From an optimization exercise on the open Yosys and OpenROAD flow, aimed at small area; shortcuts taken in it are not production practice. The RTL was checked by simulation tests, not by an equivalence proof against the original design. Power is estimated from default activity; no workload was simulated.

==> flow/design.v <==
`timescale 1ns/1ps
module reservation_station (
    input  wire         clk,
    input  wire         reset,
    input  wire         flush_pipeline,
    input  wire [1:0]   alloc_en,
    input  wire [11:0]  alloc_dst_tag,
    input  wire [11:0]  alloc_src1_tag,
    input  wire [11:0]  alloc_src2_tag,
    input  wire [63:0]  alloc_src1_val,
    input  wire [63:0]  alloc_src2_val,
    input  wire [1:0]   alloc_src1_ready,
    input  wire [1:0]   alloc_src2_ready,
    input  wire [23:0]  alloc_op,
    input  wire [11:0]  alloc_rob_tag,
    input  wire [63:0]  alloc_pc,
    input  wire [63:0]  alloc_imm,
    input  wire [1:0]   cdb_valid,
    input  wire [11:0]  cdb_tag,
    input  wire [63:0]  cdb_value,
    output reg  [1:0]   issue_valid,
    output reg  [23:0]  issue_op,
    output reg  [11:0]  issue_dst_tag,
    output reg  [63:0]  issue_src1_val,
    output reg  [63:0]  issue_src2_val,
    output reg  [11:0]  issue_rob_tag,
    output reg  [63:0]  issue_pc,
    output reg  [63:0]  issue_imm
);
    localparam N = 16;
    reg        e_valid  [0:N-1];
    reg [5:0]  e_dst    [0:N-1];
    reg [5:0]  e_s1tag  [0:N-1];
    reg [5:0]  e_s2tag  [0:N-1];
    reg [31:0] e_s1val  [0:N-1];
    reg [31:0] e_s2val  [0:N-1];
    reg        e_s1rdy  [0:N-1];
    reg        e_s2rdy  [0:N-1];
    reg [11:0] e_op     [0:N-1];
    reg [5:0]  e_rob    [0:N-1];
    reg [4:0]  e_age    [0:N-1];
    reg [31:0] e_pc     [0:N-1];
    reg [31:0] e_imm    [0:N-1];
    wire [N-1:0] ready_mask;
    genvar g;
    generate
        for (g = 0; g < N; g = g + 1) begin : g_rdy
            assign ready_mask[g] = e_valid[g] & e_s1rdy[g] & e_s2rdy[g];
        end
    endgenerate
    reg        c_valid [0:1];
    reg [4:0]  c_age   [0:1];
    reg [11:0] c_op    [0:1];
    reg [5:0]  c_dst   [0:1];
    reg [31:0] c_s1val [0:1];
    reg [31:0] c_s2val [0:1];
    reg [5:0]  c_rob   [0:1];
    reg [31:0] c_pc    [0:1];
    reg [31:0] c_imm   [0:1];
    reg        stage1_valid;
    reg        n_valid [0:1];
    reg [3:0]  n_idx   [0:1];
    integer    i, p;
    always @(*) begin : pick
        for (p = 0; p < 2; p = p + 1) begin
            n_valid[p] = 1'b0;
            n_idx[p]   = 4'd0;
            for (i = p*8; i < p*8 + 8; i = i + 1) begin
                if (ready_mask[i] && (!c_valid[p] || e_age[i] > c_age[p])) begin
                    n_valid[p] = 1'b1;
                    n_idx[p]   = i[3:0];
                end
            end
        end
    end
    always @(posedge clk or posedge reset) begin
        if (reset) begin
            c_valid[0] <= 1'b0; c_age[0] <= 5'd0;
            c_valid[1] <= 1'b0; c_age[1] <= 5'd0;
            stage1_valid <= 1'b0;
        end else if (flush_pipeline) begin
            c_valid[0] <= 1'b0; c_age[0] <= 5'd0;
            c_valid[1] <= 1'b0; c_age[1] <= 5'd0;
            stage1_valid <= 1'b0;
        end else begin
            c_valid[0] <= n_valid[0];
            c_age[0]   <= n_valid[0] ? e_age[n_idx[0]] : 5'd0;
            c_valid[1] <= n_valid[1];
            c_age[1]   <= n_valid[1] ? e_age[n_idx[1]] : 5'd0;
            stage1_valid <= 1'b1;
        end
    end
    always @(posedge clk) begin : cand_payload
        integer q;
        if (!reset && !flush_pipeline) begin
            for (q = 0; q < 2; q = q + 1) begin
                if (n_valid[q]) begin
                    c_op[q]    <= e_op[n_idx[q]];
                    c_dst[q]   <= e_dst[n_idx[q]];
                    c_s1val[q] <= e_s1val[n_idx[q]];
                    c_s2val[q] <= e_s2val[n_idx[q]];
                    c_rob[q]   <= e_rob[n_idx[q]];
                    c_pc[q]    <= e_pc[n_idx[q]];
                    c_imm[q]   <= e_imm[n_idx[q]];
                end
            end
        end
    end
    wire both_valid = c_valid[0] & c_valid[1];
    wire win_is_1   = both_valid ? !(c_age[0] > c_age[1]) : !c_valid[0];
    wire w          = win_is_1;
    wire r          = !win_is_1;
    wire win_valid  = c_valid[0] | c_valid[1];
    wire run_valid  = both_valid;
    always @(posedge clk or posedge reset) begin
        if (reset) begin
            issue_valid    <= 2'b0;
            issue_op       <= 24'd0;
            issue_dst_tag  <= 12'd0;
            issue_src1_val <= 64'd0;
            issue_src2_val <= 64'd0;
            issue_rob_tag  <= 12'd0;
            issue_pc       <= 64'd0;
            issue_imm      <= 64'd0;
        end else if (flush_pipeline) begin
            issue_valid    <= 2'b0;
            issue_op       <= 24'd0;
            issue_dst_tag  <= 12'd0;
            issue_src1_val <= 64'd0;
            issue_src2_val <= 64'd0;
            issue_rob_tag  <= 12'd0;
            issue_pc       <= 64'd0;
            issue_imm      <= 64'd0;
        end else if (stage1_valid) begin
            issue_valid[0] <= win_valid;
            if (win_valid) begin
                issue_op[11:0]        <= c_op[w];
                issue_dst_tag[5:0]    <= c_dst[w];
                issue_src1_val[31:0]  <= c_s1val[w];
                issue_src2_val[31:0]  <= c_s2val[w];
                issue_rob_tag[5:0]    <= c_rob[w];
                issue_pc[31:0]        <= c_pc[w];
                issue_imm[31:0]       <= c_imm[w];
            end
            issue_valid[1] <= run_valid;
            if (run_valid) begin
                issue_op[23:12]       <= c_op[r];
                issue_dst_tag[11:6]   <= c_dst[r];
                issue_src1_val[63:32] <= c_s1val[r];
                issue_src2_val[63:32] <= c_s2val[r];
                issue_rob_tag[11:6]   <= c_rob[r];
                issue_pc[63:32]       <= c_pc[r];
                issue_imm[63:32]      <= c_imm[r];
            end
        end else begin
            issue_valid <= 2'b0;
        end
    end
    reg [N-1:0] free_mask;
    reg [N-1:0] mask_after_port0;
    reg [3:0]   slot0, slot1;
    reg         slot0_ok, slot1_ok;
    always @(*) begin : alloc_pick
        integer k;
        for (k = 0; k < N; k = k + 1)
            free_mask[k] = !e_valid[k];
        slot0_ok = 1'b0;
        slot0    = 4'd0;
        if (alloc_en[0]) begin
            for (k = 0; k < N; k = k + 1) begin
                if (free_mask[k] && !slot0_ok) begin
                    slot0    = k[3:0];
                    slot0_ok = 1'b1;
                end
            end
        end
        mask_after_port0 = free_mask;
        if (slot0_ok)
            mask_after_port0[slot0] = 1'b0;
        slot1_ok = 1'b0;
        slot1    = 4'd0;
        if (alloc_en[1]) begin
            for (k = 0; k < N; k = k + 1) begin
                if (mask_after_port0[k] && !slot1_ok) begin
                    slot1    = k[3:0];
                    slot1_ok = 1'b1;
                end
            end
        end
    end
    generate
        for (g = 0; g < N; g = g + 1) begin : g_ent
            wire clr = e_valid[g] &
                       ((issue_valid[0] && e_rob[g] == issue_rob_tag[5:0]) ||
                        (issue_valid[1] && e_rob[g] == issue_rob_tag[11:6]));
            wire al0 = slot0_ok && slot0 == g;
            wire al1 = slot1_ok && slot1 == g;
            wire live = e_valid[g] && !clr;
            wire s1m0 = cdb_valid[0] && e_s1tag[g] == cdb_tag[5:0];
            wire s1m1 = cdb_valid[1] && e_s1tag[g] == cdb_tag[11:6];
            wire s2m0 = cdb_valid[0] && e_s2tag[g] == cdb_tag[5:0];
            wire s2m1 = cdb_valid[1] && e_s2tag[g] == cdb_tag[11:6];
            wire wk1 = live && !e_s1rdy[g] && (s1m0 || s1m1);
            wire wk2 = live && !e_s2rdy[g] && (s2m0 || s2m1);
            always @(posedge clk or posedge reset) begin
                if (reset) begin
                    e_valid[g] <= 1'b0;
                    e_s1rdy[g] <= 1'b0;
                    e_s2rdy[g] <= 1'b0;
                    e_age[g]   <= 5'd0;
                end else if (flush_pipeline) begin
                    e_valid[g] <= 1'b0;
                    e_age[g]   <= 5'd0;
                end else begin
                    if (clr) begin
                        e_valid[g] <= 1'b0;
                        e_age[g]   <= 5'd0;
                    end
                    if (al1) begin
                        e_valid[g] <= 1'b1;
                        e_s1rdy[g] <= alloc_src1_ready[1];
                        e_s2rdy[g] <= alloc_src2_ready[1];
                        e_age[g]   <= 5'd0;
                    end else if (al0) begin
                        e_valid[g] <= 1'b1;
                        e_s1rdy[g] <= alloc_src1_ready[0];
                        e_s2rdy[g] <= alloc_src2_ready[0];
                        e_age[g]   <= 5'd0;
                    end
                    if (wk1) e_s1rdy[g] <= 1'b1;
                    if (wk2) e_s2rdy[g] <= 1'b1;
                    if (live) e_age[g] <= e_age[g] + 5'd1;
                end
            end
            always @(posedge clk) begin
                if (!reset && !flush_pipeline) begin
                    if (al1) begin
                        e_dst[g]   <= alloc_dst_tag[11:6];
                        e_s1tag[g] <= alloc_src1_tag[11:6];
                        e_s2tag[g] <= alloc_src2_tag[11:6];
                        e_s1val[g] <= alloc_src1_val[63:32];
                        e_s2val[g] <= alloc_src2_val[63:32];
                        e_op[g]    <= alloc_op[23:12];
                        e_rob[g]   <= alloc_rob_tag[11:6];
                        e_pc[g]    <= alloc_pc[63:32];
                        e_imm[g]   <= alloc_imm[63:32];
                    end else if (al0) begin
                        e_dst[g]   <= alloc_dst_tag[5:0];
                        e_s1tag[g] <= alloc_src1_tag[5:0];
                        e_s2tag[g] <= alloc_src2_tag[5:0];
                        e_s1val[g] <= alloc_src1_val[31:0];
                        e_s2val[g] <= alloc_src2_val[31:0];
                        e_op[g]    <= alloc_op[11:0];
                        e_rob[g]   <= alloc_rob_tag[5:0];
                        e_pc[g]    <= alloc_pc[31:0];
                        e_imm[g]   <= alloc_imm[31:0];
                    end
                    if (wk1) e_s1val[g] <= s1m1 ? cdb_value[63:32] : cdb_value[31:0];
                    if (wk2) e_s2val[g] <= s2m1 ? cdb_value[63:32] : cdb_value[31:0];
                end
            end
        end
    endgenerate
endmodule
==> flow/run.sh <==
#!/bin/bash
# synth_recipe.tcl (not shown) runs the flow's synth.tcl, then flattens the netlist and writes it again
# the make line also repeats each setting of config.mk as NAME=value (left out here)
make -C /OpenROAD-flow-scripts/flow DESIGN_CONFIG=/design/flow/config.mk WORK_HOME=/design/flow/orfs CLKGATE_MAP_FILE= SYNTH_SCRIPT=/design/flow/synth_recipe.tcl finish
==> flow/config.mk <==
export PLATFORM = sky130hd
export DESIGN_NAME = reservation_station
export DESIGN_NICKNAME = reservation_station
export VERILOG_FILES = /design/flow/design.v
export SDC_FILE = /design/flow/constraint.sdc
export NUM_CORES = 8
export LEC_CHECK = 0
export CAP_MARGIN = 20
export CORE_MARGIN = 2
export CORE_UTILIZATION = 40
export PLACE_DENSITY = 0.6
export SLEW_MARGIN = 20
==> flow/constraint.sdc <==
create_clock -name core_clock -period 5.5 [get_ports {clk}]
set_input_delay 1.1000 -clock core_clock [delete_from_list [all_inputs] [get_ports {clk}]]
set_output_delay 1.1000 -clock core_clock [all_outputs]
set_load 0.01 [all_outputs]
==> impl_metrics.toml <==
[synthesis]
yosysUniqueCellTypes = 84
synth_edf_count = 2928
syn_avg_cell_area_um2 = 10.2
ys_seq_area_share_pct = 51.9
synth.top_cell.area_share_pct = 46.0
yosysTopAreaCell = "edfxtp_1"
synth_area_um2 = 191000
synthCells = 18736
ys_ff_latch = 3375
synth_nets = 19256
yosys_most_used_dff = "edfxtp_1"
synth_area_leaders = "edfxtp_1, nand2_1, mux2i_1, mux2_2, dfrtp_1"
yosysWarningCount = 25
synthArstFlopShare_pct = 13.2

[drt]
drc_errors = 0
drt-total-wl_mm = 811
routedWlPerCell_um = 31.8
ant_nets = 0
viasPerCell = 6.37
vias = 162526
drt_iter0_drc = 24338
first_pass_iters = 10

[floorplanning]
start_util_pct = 40.2
die-area_um2 = 483000
core-area_um2 = 475000
die_y_um = 695
die_w_um = 695
ioPinCount = 721
fp-row-count = 253

[global_route]
grt_pass1_vias = 154626
antenna_found_initial = 136
grt_overflow = 0
grt_max_degree = 138
grt_usage_pct = 32.4
grt_pass1_wl_mm = 1140

[job]
maxCapViolCount = 0

[critical_path]
cp-startpoint = "e_valid[0]"
cp_slowest_cell = "or3b_4"
rrSetupSlack_ps = 180
crit_chain = "and4_4 > buf_4 > and4_1 > o21a_1 > o21a_1 > inv_1 > ha_2 > buf_4 > and2_1 > nand3_1 > nor4_2 > a2111oi_2 > a211oi_2 > or3b_4 > nor4_4 > o21ai_4 > buf_12 > a21oi_1 > buf_4 > nor2_4 > buf_12 > buf_12"
cp.depth = 22
crit_path_start_kind = "register"
r2r-end = "e_pc[8][25]"
crit_fanout = 16
worst-setup-path-type = "reg -> reg"
cp.arrival_ps = 6080
slowest_delay_ps = 460
cp.buffers_inverters = 7
rr_worst_depth = 22
crit_path_end_kind = "register"
crit_path_end = "e_pc[8][25]"
r2r_start = "e_valid[0]"
worstPathRequired_ps = 6250
crit_family = "simple AND/OR/NAND/NOR gates"

[timing]
max-slew-margin-rel_pct = 19.8
post-route-min-period_ps = 5320
worst_pin_slew_ps = 1200
finalClockSkew_ps = 73.0
drv_slew = 0
fin_ws_ps = 177
max_freq_mhz = 188
finalCritPeriodShare_pct = 96.8
rsz0062_at_grt = "no"
timing_hold_violations_final = 0
setup_viol = 0

[layout]
syn_to_final_growth_pct = 17.2
nets = 19275
layout_commonest_cell = "nand2_1"
final_cell_mix = "nand2_1, edfxtp_1, mux2i_1"
layout-drive-gt1-share_pct = 14.4
ff_latch_area_um2 = 99100
nFillCells = 43228
multi_input_area_um2 = 84900

[power]
peakVddDrop_mv = 0.312
pwr_density_cell_nw_per_um2 = 280
total_power_uw = 62500
leakage_uw = 0.0817

[clocking]
htreeDepth = 5
ctsLongestPathBuffers = 4
cts_tree = "yes"
cts_made_buffers = 390
cts.sinks = 3375
hold_buffers = 0
clkSlewWorstSetupHoldPaths_ps = 60
insertion_delay_ps = 1070
root_buffer = "clkbuf_16"

[placement]
pre_cts_slack_ps = -295
gp_congestion = 0.941
hpwl_mm = 518
io_buffers = 720

[worst_hold_path]
hp-class = "reg -> reg"

[status]
status = "finished clean"
==> area by class of cell <==
type / instances / share of cell area [%]
Inverter: 72 / 0.122
Multi-Input combinational cell: 13252 / 37.9
Tap cell: 6375 / 3.56
Sequential cell: 3375 / 44.3
Antenna cell: 55 / 0.0615
Timing Repair Buffer: 1664 / 8.43
Clock buffer: 530 / 4.78
Clock inverter: 183 / 0.818
==> synthesized netlist by cell type, drive strengths merged (25+ instances only) <==
cell and count:
o21a 56, dfrtp 447, o21ai 619, ha 105, nor3 43, o22ai 70
a21oi 457, and3 161, mux2i 1343, buf 435, or3 53, o32a 113
a221oi 163, o22a 50, clkbuf 1602, a22oi 67, a222oi 152, xnor2 296
nor4 78, nand3 937, nor2b 332, or4 25, a31oi 622, a211oi 322
mux2 1039, nand4 113, o211ai 503, nand2 4477, nor2 550, xor2 284
o221ai 80, edfxtp 2928, inv 72
==> logic make-up (layout without fill, tap and decap cells) <==
| logic type | Yosys count | in the layout | share of synthesized area, % |
|---|---|---|---|
| buffers and inverters | 2109 | 2449 | 4.41 |
| AO/OA/AOI/OAI | 3361 | 3361 | 12.0 |
| adder cells (fa/ha/maj) | 105 | 105 | 0.688 |
| XOR/XNOR | 580 | 580 | 2.66 |
| AND/OR/NAND/NOR | 6824 | 6824 | 15.2 |
| other | 0 | 55 | 0 |
| flip-flops | 3375 | 3375 | 51.9 |
| multiplexers | 2382 | 2382 | 13.2 |
==> power breakdown <==
| group | total (uW) | internal, uW | switching [uW] |
|---|---|---|---|
| clock network | 26300 | 14700 | 11600 |
| registers | 28600 | 28400 | 258 |
| logic | 7640 | 2840 | 4800 |
| total | 62500 | 45900 | 16600 |
==> stage by stage <==
stage	instance area [um2]	TNS [ps]	utilization (%)	std cells	hold WS (ps)
after detailed placement	211000	-163440	44.4	24734	469
after floorplan	191000	-	-	18736	471
after CTS	224000	0	47.0	25447	482
after global placement	211000	-83360	44.4	24734	463
final	224000	0	47.1	25506	475
after global routing	224000	0	47.1	25485	493
==> routing by layer <==
| metal | part of all wire, % | track usage, % |
|---|---|---|
| met5 | 0.090 | 0.130 |
| met4 | 5.9 | 16.9 |
| met3 | 13 | 9.76 |
| met2 | 43 | 48.0 |
| met1 | 38 | 42.6 |
==> registers in the layout (all words and copies together), names as in the netlist, 24 cells and up <==
register and cells:
issue_op 24, issue_src1_val 64, e_age 80, issue_src2_val 64
e_imm 512, issue_imm 64, c_imm 64, e_dst 96
e_rob 96, e_s2tag 96, e_op 192, c_s1val 64
e_pc 512, c_pc 64, issue_pc 64, c_s2val 64
e_s1tag 96, c_op 24, e_s1val 512, e_s2val 512
==> how the worst min path moves through the flow <==
stage | from | to | slack (ps) | cells after the start
after floorplan | e_s1rdy[7] | e_s1rdy[7] | 470 | 1
after global placement | issue_pc[6] | issue_pc[6] | 460 | 2
after detailed placement | issue_imm[61] | issue_imm[61] | 470 | 2
after CTS | issue_imm[61] | issue_imm[61] | 480 | 2
after global routing | issue_src2_val[37] | issue_src2_val[37] | 490 | 2
final | issue_src2_val[52] | issue_src2_val[52] | 470 | 2
==> worst reg2reg max path: cells and delay by family, from the launching register on <==
family | cells | cell delay (ps)
DFF | 1 | 420
AOI/OAI and AO/OA | 6 | 1240
buffers and inverters | 7 | 1310
and+or+nand+nor | 8 | 1840
adders and majority gates | 1 | 230
==> what timing repair did <==
item | in CTS | in global routing
setup endpoints to repair | 0 | 2672
buffers inserted | 0 | 3
resized for setup | 0 | 17

## re-timing with driven ports
The results above use ideal ports. As a check the final layout listed here was re-extracted and re-timed, cells and wires unchanged.
Step 1, drivers: a clkbuf_16 drives clk and a buf_2 each remaining input, both assumed.
Step 2 also shifts input and output timing later by t, the mid clock arrival at the registers, as if the neighbouring blocks saw the same clock.
a / b / c = ideal ports / drivers / drivers and shift; a / b = the first two.
t, ns: 1.155
setup WS [ns]: 0.177 / 0.177 / -0.424
worst setup path after step 2: input to register
Met with ideal ports but missed after step 2: setup timing in this run. The setup slack of this run moves by 0.000 ns with the drivers and by -0.601 ns with both steps.
